Background: an optimization exercise with open tools, aiming at a short achievable clock period and few clock cycles. Do not read the settings as production practice.
Function was checked by simulation only, so behaviour that the tests miss may differ from the original.
Power and IR drop assume default switching activity.

==> inputs of indigo <==
==> flow/design.v <==
module MIPS (CLK, RST, CS, WE, ADDR, Mem_In, Mem_Out);
  input CLK, RST;
  output CS, WE;
  output [6:0] ADDR;
  input [31:0] Mem_In;
  output [31:0] Mem_Out;
  reg        xv;             
  reg [6:0]  npc;            
  reg [31:0] A, B, IMM;
  reg [4:0]  x_sh, x_dst;
  reg [6:0]  tgt;
  reg x_we, x_lw, x_sw, x_jr, x_beq, x_bne, x_jmp, x_useimm;
  reg s_add, s_sub, s_xor, s_and, s_or, s_slt, s_srl, s_sll, s_rbit, s_rev,
      s_add8, s_sadd, s_ssub, s_imm, s_jal;
  wire [31:0] rf_a, rf_b;
  wire        rf_we;
  wire [31:0] rf_wd;
  wire [31:0] bop = x_useimm ? IMM : B;
  wire [32:0] sum = {1'b0, A} + {1'b0, bop};
  wire [32:0] dif = {1'b0, A} - {1'b0, B};
  wire [31:0] sum8;
  assign sum8[7:0]   = A[7:0]   + B[7:0];
  assign sum8[15:8]  = A[15:8]  + B[15:8];
  assign sum8[23:16] = A[23:16] + B[23:16];
  assign sum8[31:24] = A[31:24] + B[31:24];
  wire [31:0] shr = B >> x_sh;
  wire [31:0] shl = B << x_sh;
  reg  [31:0] brev;
  integer i;
  always @(*) for (i = 0; i < 32; i = i + 1) brev[i] = B[31-i];
  wire [31:0] bytrev = {B[7:0], B[15:8], B[23:16], B[31:24]};
  wire [31:0] res =
      ({32{s_add}}  & sum[31:0])
    | ({32{s_sadd}} & (sum[31:0] | {32{sum[32]}}))
    | ({32{s_sub}}  & dif[31:0])
    | ({32{s_ssub}} & (dif[31:0] & {32{~dif[32]}}))
    | ({32{s_slt}}  & {31'd0, dif[32]})
    | ({32{s_xor}}  & (A ^ B))
    | ({32{s_and}}  & (A & bop))
    | ({32{s_or}}   & (A | bop))
    | ({32{s_srl}}  & shr)
    | ({32{s_sll}}  & shl)
    | ({32{s_rbit}} & brev)
    | ({32{s_rev}}  & bytrev)
    | ({32{s_add8}} & sum8)
    | ({32{s_imm}}  & IMM)
    | ({32{s_jal}}  & {25'd0, npc});
  wire eq = (A == B);
  wire x_mem = xv & (x_lw | x_sw);
  wire taken = xv & (x_jmp | (x_beq & eq) | (x_bne & ~eq));
  wire [6:0] ea = A[6:0] + IMM[6:0];
  assign ADDR = x_mem ? ea : (xv & x_jr) ? A[6:0] : taken ? tgt : npc;
  assign CS = 1'b1;
  assign WE = xv & x_sw;
  assign Mem_Out = B;
  assign rf_we = xv & x_we;
  assign rf_wd = x_lw ? Mem_In : res;
  wire [31:0] w = Mem_In;
  wire [5:0] f_op = w[31:26];
  wire [4:0] f_rs = w[25:21];
  wire [4:0] f_rt = w[20:16];
  wire [5:0] f_fn = w[5:0];
  wire f_r    = (f_op == 6'b000000);
  wire f_k    = (w[15:6] == 10'd0);
  wire f_jr   = f_r & (f_fn == 6'b001000);
  wire f_addi = (f_op == 6'b001000);
  wire f_andi = (f_op == 6'b001100);
  wire f_ori  = (f_op == 6'b001101);
  wire f_lui  = (f_op == 6'b001111);
  wire f_lw   = (f_op == 6'b100011);
  wire f_sw   = (f_op == 6'b101011);
  wire f_beq  = (f_op == 6'b000100);
  wire f_bne  = (f_op == 6'b000101);
  wire f_j    = (f_op == 6'b000010);
  wire f_jal  = (f_op == 6'b000011);
  wire [31:0] simm = {{16{w[15]}}, w[15:0]};
  wire [6:0] f_npc = ADDR + 7'd1;
  wire byp_a = rf_we & (x_dst == f_rs);
  wire byp_b = rf_we & (x_dst == f_rt);
  wire fetch = ~x_mem;
  always @(posedge CLK) begin
    if (RST) begin
      xv  <= 1'b0;
      npc <= 7'd0;
    end else begin
      xv <= fetch;
      if (fetch) npc <= f_npc;
    end
    A   <= byp_a ? res : rf_a;
    B   <= byp_b ? res : rf_b;
    IMM <= f_lui ? {w[15:0], 16'd0} : simm;
    x_sh <= w[10:6];
    x_dst <= f_jal ? 5'd31 : f_r ? (f_k ? f_rs : w[15:11]) : f_rt;
    tgt <= (f_j | f_jal) ? w[6:0] : f_npc + w[6:0];
    x_we <= (f_r & ~f_jr) | f_addi | f_andi | f_ori | f_lui | f_lw | f_jal;
    x_lw <= f_lw;
    x_sw <= f_sw;
    x_jr <= f_jr;
    x_beq <= f_beq;
    x_bne <= f_bne;
    x_jmp <= f_j | f_jal;
    x_useimm <= f_addi | f_andi | f_ori;
    s_add  <= (f_r & (f_fn == 6'b100000)) | f_addi;
    s_sub  <= f_r & (f_fn == 6'b100010);
    s_xor  <= f_r & (f_fn == 6'b100110);
    s_and  <= (f_r & (f_fn == 6'b100100)) | f_andi;
    s_or   <= (f_r & (f_fn == 6'b100101)) | f_ori;
    s_slt  <= f_r & (f_fn == 6'b101010);
    s_srl  <= f_r & (f_fn == 6'b000010);
    s_sll  <= f_r & (f_fn == 6'b000000);
    s_rbit <= f_r & (f_fn == 6'b101111);
    s_rev  <= f_r & (f_fn == 6'b110000);
    s_add8 <= f_r & (f_fn == 6'b101101);
    s_sadd <= f_r & (f_fn == 6'b110001);
    s_ssub <= f_r & (f_fn == 6'b110010);
    s_imm  <= f_lui;
    s_jal  <= f_jal;
  end
  REG Register(.CLK(CLK), .WE(rf_we), .WA(x_dst), .WD(rf_wd),
               .RA1(f_rs), .RD1(rf_a), .RA2(f_rt), .RD2(rf_b));
endmodule
module REG(CLK, WE, WA, WD, RA1, RD1, RA2, RD2);
  input CLK;
  input WE;
  input [4:0] WA;
  input [31:0] WD;
  input [4:0] RA1, RA2;
  output [31:0] RD1, RD2;
  wire [1023:0] flat;
  genvar k;
  generate
    for (k = 0; k < 32; k = k + 1) begin : r
      reg [31:0] q;
      always @(posedge CLK)
        if (WE && WA == k) q <= WD;
      assign flat[k*32 +: 32] = q;
    end
  endgenerate
  assign RD1 = flat[RA1*32 +: 32];
  assign RD2 = flat[RA2*32 +: 32];
endmodule
==> flow/run.sh <==
#!/bin/bash
# synth_recipe.tcl (not shown) runs the flow's synth.tcl, then flattens the netlist and writes it again
# the make line also repeats each setting of config.mk as NAME=value (left out here)
make -C /OpenROAD-flow-scripts/flow DESIGN_CONFIG=/design/flow/config.mk WORK_HOME=/design/flow/orfs CLKGATE_MAP_FILE= SYNTH_SCRIPT=/design/flow/synth_recipe.tcl finish
==> flow/config.mk <==
export PLATFORM = sky130hd
export DESIGN_NAME = MIPS
export DESIGN_NICKNAME = MIPS
export VERILOG_FILES = /design/flow/design.v
export SDC_FILE = /design/flow/constraint.sdc
export NUM_CORES = 4
export LEC_CHECK = 0
export ABC_CLOCK_PERIOD_IN_PS = 3000
export CAP_MARGIN = 20
export CORE_MARGIN = 2
export CORE_UTILIZATION = 40
export SETUP_SLACK_MARGIN = 3.5
export SLEW_MARGIN = 20
==> flow/constraint.sdc <==
create_clock -name core_clock -period 7.0 [get_ports {CLK}]
set_input_delay 1.4000 -clock core_clock [delete_from_list [all_inputs] [get_ports {CLK}]]
set_output_delay 1.4000 -clock core_clock [all_outputs]
set_load 0.01 [all_outputs]
==> inputs of tundra, as changes to indigo <==
==> flow/design.v, changed modules only <==
module MIPS (CLK, RST, CS, WE, ADDR, Mem_In, Mem_Out);
  input CLK, RST;
  output CS, WE;
  output [6:0] ADDR;
  input [31:0] Mem_In;
  output [31:0] Mem_Out;
  localparam IB = 5;               
  localparam NB = 1 << IB;         
  localparam TB = 7 - IB;          
  reg  [6:0] fa;             
  reg  [6:0] nfa;            
  reg        mv;             
  reg        m_lw;
  reg        weq;            
  reg [4:0]  m_dst;
  reg [31:0] m_sd;           
  reg [6:0]  m_pc;           
  reg        p1v, p2v;
  reg [6:0]  p1_pc, p2_pc;
  reg        xv;             
  reg [6:0]  npc;            
  reg [6:0]  x_pc;           
  reg [6:0]  tgt;            
  reg [6:0]  x_ptgt;         
  reg [31:0] A, B, IMM;
  reg [4:0]  x_sh, x_dst;
  reg x_we, x_lw, x_sw, x_beq, x_bne, x_jr, x_jal, x_pred, x_useimm;
  reg s_add, s_sub, s_xor, s_and, s_or, s_slt, s_srl, s_sll, s_rbit, s_rev,
      s_add8, s_sadd, s_ssub, s_imm, s_jal;
  reg [6:0]  ras;            
  reg        wb_v;
  reg [4:0]  wb_dst;
  reg [31:0] wb_val;
  wire [31:0] rf_a, rf_b;
  wire [31:0] bop = x_useimm ? IMM : B;
  wire [32:0] sum = {1'b0, A} + {1'b0, bop};
  wire [32:0] dif = {1'b0, A} - {1'b0, B};
  wire [31:0] sum8;
  assign sum8[7:0]   = A[7:0]   + B[7:0];
  assign sum8[15:8]  = A[15:8]  + B[15:8];
  assign sum8[23:16] = A[23:16] + B[23:16];
  assign sum8[31:24] = A[31:24] + B[31:24];
  wire [31:0] shr = B >> x_sh;
  wire [31:0] shl = B << x_sh;
  reg  [31:0] brev;
  integer i;
  always @(*) for (i = 0; i < 32; i = i + 1) brev[i] = B[31-i];
  wire [31:0] bytrev = {B[7:0], B[15:8], B[23:16], B[31:24]};
  wire [31:0] res =
      ({32{s_add}}  & sum[31:0])
    | ({32{s_sadd}} & (sum[31:0] | {32{sum[32]}}))
    | ({32{s_sub}}  & dif[31:0])
    | ({32{s_ssub}} & (dif[31:0] & {32{~dif[32]}}))
    | ({32{s_slt}}  & {31'd0, dif[32]})
    | ({32{s_xor}}  & (A ^ B))
    | ({32{s_and}}  & (A & bop))
    | ({32{s_or}}   & (A | bop))
    | ({32{s_srl}}  & shr)
    | ({32{s_sll}}  & shl)
    | ({32{s_rbit}} & brev)
    | ({32{s_rev}}  & bytrev)
    | ({32{s_add8}} & sum8)
    | ({32{s_imm}}  & IMM)
    | ({32{s_jal}}  & {25'd0, npc});
  wire eq     = (A == B);
  wire taken  = x_beq ? eq : ~eq;
  wire jr_bad = (A[6:0] != x_ptgt);
  wire misp   = xv & (((x_beq | x_bne) & (taken ^ x_pred)) | (x_jr & jr_bad));
  wire [6:0] actual = x_jr ? A[6:0] : taken ? tgt : npc;
  wire x_wr   = xv & x_we;
  wire x_mem  = xv & (x_lw | x_sw);
  wire [6:0] ea = A[6:0] + IMM[6:0];
  assign ADDR = fa;
  assign CS = 1'b1;
  assign WE = weq;
  assign Mem_Out = m_sd;
  reg [31:0]   bw [0:NB-1];    
  reg [6:0]    ba [0:NB-1];    
  reg [TB-1:0] bt [0:NB-1];    
  reg [NB-1:0] bv;
  reg [31:0] icw_q, icw;     
  reg [6:0]  ica_q;          
  reg        ichit_q, uic;   
  wire dvalid = ~mv | uic;
  wire [31:0] w = mv ? icw : Mem_In;
  wire [6:0] fpc = mv ? nfa : fa;
  wire [6:0] pc1 = fpc + 7'd1;
  wire [6:0] pc2 = fpc + 7'd2;
  wire [5:0] f_op = w[31:26];
  wire [4:0] f_rs = w[25:21];
  wire [4:0] f_rt = w[20:16];
  wire [5:0] f_fn = w[5:0];
  wire f_r    = (f_op == 6'b000000);
  wire f_k    = (w[15:6] == 10'd0);
  wire f_jr   = f_r & (f_fn == 6'b001000);
  wire f_addi = (f_op == 6'b001000);
  wire f_andi = (f_op == 6'b001100);
  wire f_ori  = (f_op == 6'b001101);
  wire f_lui  = (f_op == 6'b001111);
  wire f_lw   = (f_op == 6'b100011);
  wire f_sw   = (f_op == 6'b101011);
  wire f_beq  = (f_op == 6'b000100);
  wire f_bne  = (f_op == 6'b000101);
  wire f_j    = (f_op == 6'b000010);
  wire f_jal  = (f_op == 6'b000011);
  wire f_br   = f_beq | f_bne;
  wire [31:0] simm = {{16{w[15]}}, w[15:0]};
  wire m_wr = mv & m_lw;
  wire bx_a = x_wr & (x_dst == f_rs);
  wire bx_b = x_wr & (x_dst == f_rt);
  wire bm_a = m_wr & (m_dst == f_rs);
  wire bm_b = m_wr & (m_dst == f_rt);
  wire bw_a = wb_v & (wb_dst == f_rs);
  wire bw_b = wb_v & (wb_dst == f_rt);
  wire [31:0] opA = bx_a ? res : bm_a ? Mem_In : bw_a ? wb_val : rf_a;
  wire [31:0] opB = bx_b ? res : bm_b ? Mem_In : bw_b ? wb_val : rf_b;
  wire haz = xv & x_lw & ((x_dst == f_rs) | (x_dst == f_rt));
  wire dgo = dvalid & ~haz;
  wire [6:0] f_tgt = pc1 + w[6:0];
  wire f_pred = w[15] | (f_beq & (f_rs == f_rt));
  wire [6:0] f_ptgt = (xv & x_jal) ? npc : ras;
  wire f_seq = ~(f_j | f_jal | f_jr | (f_br & f_pred));
  wire [6:0] f_next = (f_j | f_jal) ? w[6:0] :
                      f_jr ? f_ptgt :
                      (f_br & f_pred) ? f_tgt : pc1;
  wire [6:0] nxt = dgo ? f_next : fpc;
  wire        rf_we = m_wr | wb_v;
  wire [4:0]  rf_wa = m_wr ? m_dst : wb_dst;
  wire [31:0] rf_wd = m_wr ? Mem_In : wb_val;
  wire fill1 = ~mv & p1v;
  wire fill2 = ~mv & p2v;
  integer e;
  always @(posedge CLK) begin
    if (RST) begin
      fa <= 7'd0;
      xv <= 1'b0;
      mv <= 1'b0;
      weq <= 1'b0;
      uic <= 1'b0;
      wb_v <= 1'b0;
      p1v <= 1'b0;
      p2v <= 1'b0;
      bv <= {NB{1'b0}};
    end else begin
      if (misp) begin
        fa <= actual;
        mv <= 1'b0;
        weq <= 1'b0;
        uic <= 1'b0;
      end else if (x_mem) begin
        fa <= ea;
        nfa <= nxt;
        mv <= 1'b1;
        weq <= x_sw;
        uic <= ichit_q & (nxt == ica_q);
      end else begin
        fa <= nxt;
        mv <= 1'b0;
        weq <= 1'b0;
        uic <= 1'b0;
      end
      xv <= ~misp & dgo;
      wb_v <= x_wr;
      if (mv && !uic) begin
        p1v <= 1'b1;
        p1_pc <= m_pc;
        p2v <= p1v;
        p2_pc <= p1_pc;
      end else begin
        p1v <= 1'b0;
        p2v <= 1'b0;
      end
      for (e = 0; e < NB; e = e + 1)
        if (fill1 && p1_pc[IB-1:0] == e || fill2 && p2_pc[IB-1:0] == e) bv[e] <= 1'b1;
        else if (weq && ba[e] == fa) bv[e] <= 1'b0;
    end
    for (e = 0; e < NB; e = e + 1)
      if (fill1 && p1_pc[IB-1:0] == e) begin
        bw[e] <= Mem_In;
        ba[e] <= fa;
        bt[e] <= p1_pc[6:IB];
      end else if (fill2 && p2_pc[IB-1:0] == e) begin
        bw[e] <= Mem_In;
        ba[e] <= fa;
        bt[e] <= p2_pc[6:IB];
      end
    icw_q   <= bw[fpc[IB-1:0]];
    ica_q   <= ba[fpc[IB-1:0]];
    ichit_q <= bv[fpc[IB-1:0]] & (bt[fpc[IB-1:0]] == fpc[6:IB]);
    icw     <= icw_q;
    x_pc    <= fpc;
    m_pc    <= x_pc;
    if (xv && x_jal) ras <= npc;
    m_lw  <= x_lw;
    m_dst <= x_dst;
    m_sd  <= B;
    wb_dst <= x_dst;
    wb_val <= res;
    npc <= pc1;
    tgt <= f_tgt;
    x_ptgt <= f_ptgt;
    A   <= opA;
    B   <= opB;
    IMM <= f_lui ? {w[15:0], 16'd0} : simm;
    x_sh <= w[10:6];
    x_dst <= f_jal ? 5'd31 : f_r ? (f_k ? f_rs : w[15:11]) : f_rt;
    x_we <= (f_r & ~f_jr) | f_addi | f_andi | f_ori | f_lui | f_jal;
    x_lw <= f_lw;
    x_sw <= f_sw;
    x_beq <= f_beq;
    x_bne <= f_bne;
    x_jr <= f_jr;
    x_jal <= f_jal;
    x_pred <= f_pred;
    x_useimm <= f_addi | f_andi | f_ori | f_lw | f_sw;
    s_add  <= (f_r & (f_fn == 6'b100000)) | f_addi;
    s_sub  <= f_r & (f_fn == 6'b100010);
    s_xor  <= f_r & (f_fn == 6'b100110);
    s_and  <= (f_r & (f_fn == 6'b100100)) | f_andi;
    s_or   <= (f_r & (f_fn == 6'b100101)) | f_ori;
    s_slt  <= f_r & (f_fn == 6'b101010);
    s_srl  <= f_r & (f_fn == 6'b000010);
    s_sll  <= f_r & (f_fn == 6'b000000);
    s_rbit <= f_r & (f_fn == 6'b101111);
    s_rev  <= f_r & (f_fn == 6'b110000);
    s_add8 <= f_r & (f_fn == 6'b101101);
    s_sadd <= f_r & (f_fn == 6'b110001);
    s_ssub <= f_r & (f_fn == 6'b110010);
    s_imm  <= f_lui;
    s_jal  <= f_jal;
  end
  REG Register(.CLK(CLK), .WE(rf_we), .WA(rf_wa), .WD(rf_wd),
               .RA1(f_rs), .RD1(rf_a), .RA2(f_rt), .RD2(rf_b));
endmodule
==> inputs of ember, as changes to indigo <==
==> flow/design.v, changed modules only <==
module REG(CLK, WE, WA, WD, RA1, RD1, RA2, RD2);
  input CLK;
  input WE;
  input [4:0] WA;
  input [31:0] WD;
  input [4:0] RA1, RA2;
  output [31:0] RD1, RD2;
  reg [31:0] R [0:31];
  always @(posedge CLK)
    if (WE) R[WA] <= WD;
  assign RD1 = R[RA1];
  assign RD2 = R[RA2];
endmodule
Settings changed: ABC_CLOCK_PERIOD_IN_PS 3000 to default, SETUP_SLACK_MARGIN 3.5 to default.
==> results.txt <==
- Outcome: timing/DRC/antenna clean
- In the global route stage, met1 resource usage came out at 0.394.
- The share of total power dissipated in the clock network is 0.371.
- Hold endpoint: npc[1]
* Mux cell area share after synthesis: 0.268
- Capturing element of the worst setup path: ADDR[5]
-- figures above: ember

==> results.txt <==
- Capturing element of the worst setup path: ADDR[6]
* Slowest stage delay, CP: about 0.35 ns
* Outcome: timing/DRC/antenna clean
* Mux cell area share after synthesis: 0.267
- Number of H-tree levels: 4
* Clock network fraction of design power: 0.377
* Met1 Use GR: 0.403
- Total wire length: 244 mm
-- figures above: indigo

==> results.txt <==
- Of the total power, the clock network draws 0.393.
* Share of Yosys cell area claimed by the top area cell type: 0.566
- Cell type contributing the most total cell area after synthesis: edfxtp_1
* Synth top area cells: edfxtp_1 57%, nand2_1 6.9%, dfxtp_1 5.6%
- Mux cell area share after synthesis: 0.0358
* Final worst clock skew: ~0.063 ns
* Outcome: timing/DRC/antenna clean
- The final hold violation count came to 0.
- Hold endpoint: icw[31]
-- figures above: tundra

Testbench counts of indigo, summed over its fixed seeds: cycles 132,099.
Testbench counts of tundra, summed over its fixed seeds: cycles 125,767.
Testbench counts of ember, summed over its fixed seeds: cycles 132,099.

==> what the ideal ports hide <==
The flow's constraints put no driver on any port. The routed layouts listed below were extracted and timed again, unchanged, in two steps.
Step 1 (the two cells are an assumption about what drives the block):
set clk [get_ports {CLK}]
set_driving_cell -lib_cell sky130_fd_sc_hd__clkbuf_16 $clk
set_driving_cell -lib_cell sky130_fd_sc_hd__buf_2 [delete_from_list [all_inputs] $clk]
Step 2 times the ports against the registers' clock, not the clock port: input delays grow and output delays shrink by t, the midpoint of the rising clock arrivals with the driver on.
Slacks: ideal / step 1 / step 2; pairs: ideal / step 1.
| run | t (ns) | setup slack, ns | latest minus earliest clock arrival (ns) | worst register clock-pin slew, ns | cell pins on the clock port's net |
|---|---|---|---|---|---|
| indigo | 0.857 | 2.208 / 2.119 / 2.140 | 0.038 / 0.038 | 0.07 / 0.07 | 1 |
| tundra | 1.006 | 3.128 / 3.051 / 2.044 | 0.069 / 0.069 | 0.07 / 0.07 | 1 |
| ember | 0.843 | 0.569 / 0.486 / 1.043 | 0.060 / 0.061 | 0.09 / 0.09 | 1 |
After both steps every run listed still meets setup and hold. For tundra, which loses most, drivers alone change the setup slack by -0.077 ns; drivers and shift together by -1.084 ns.
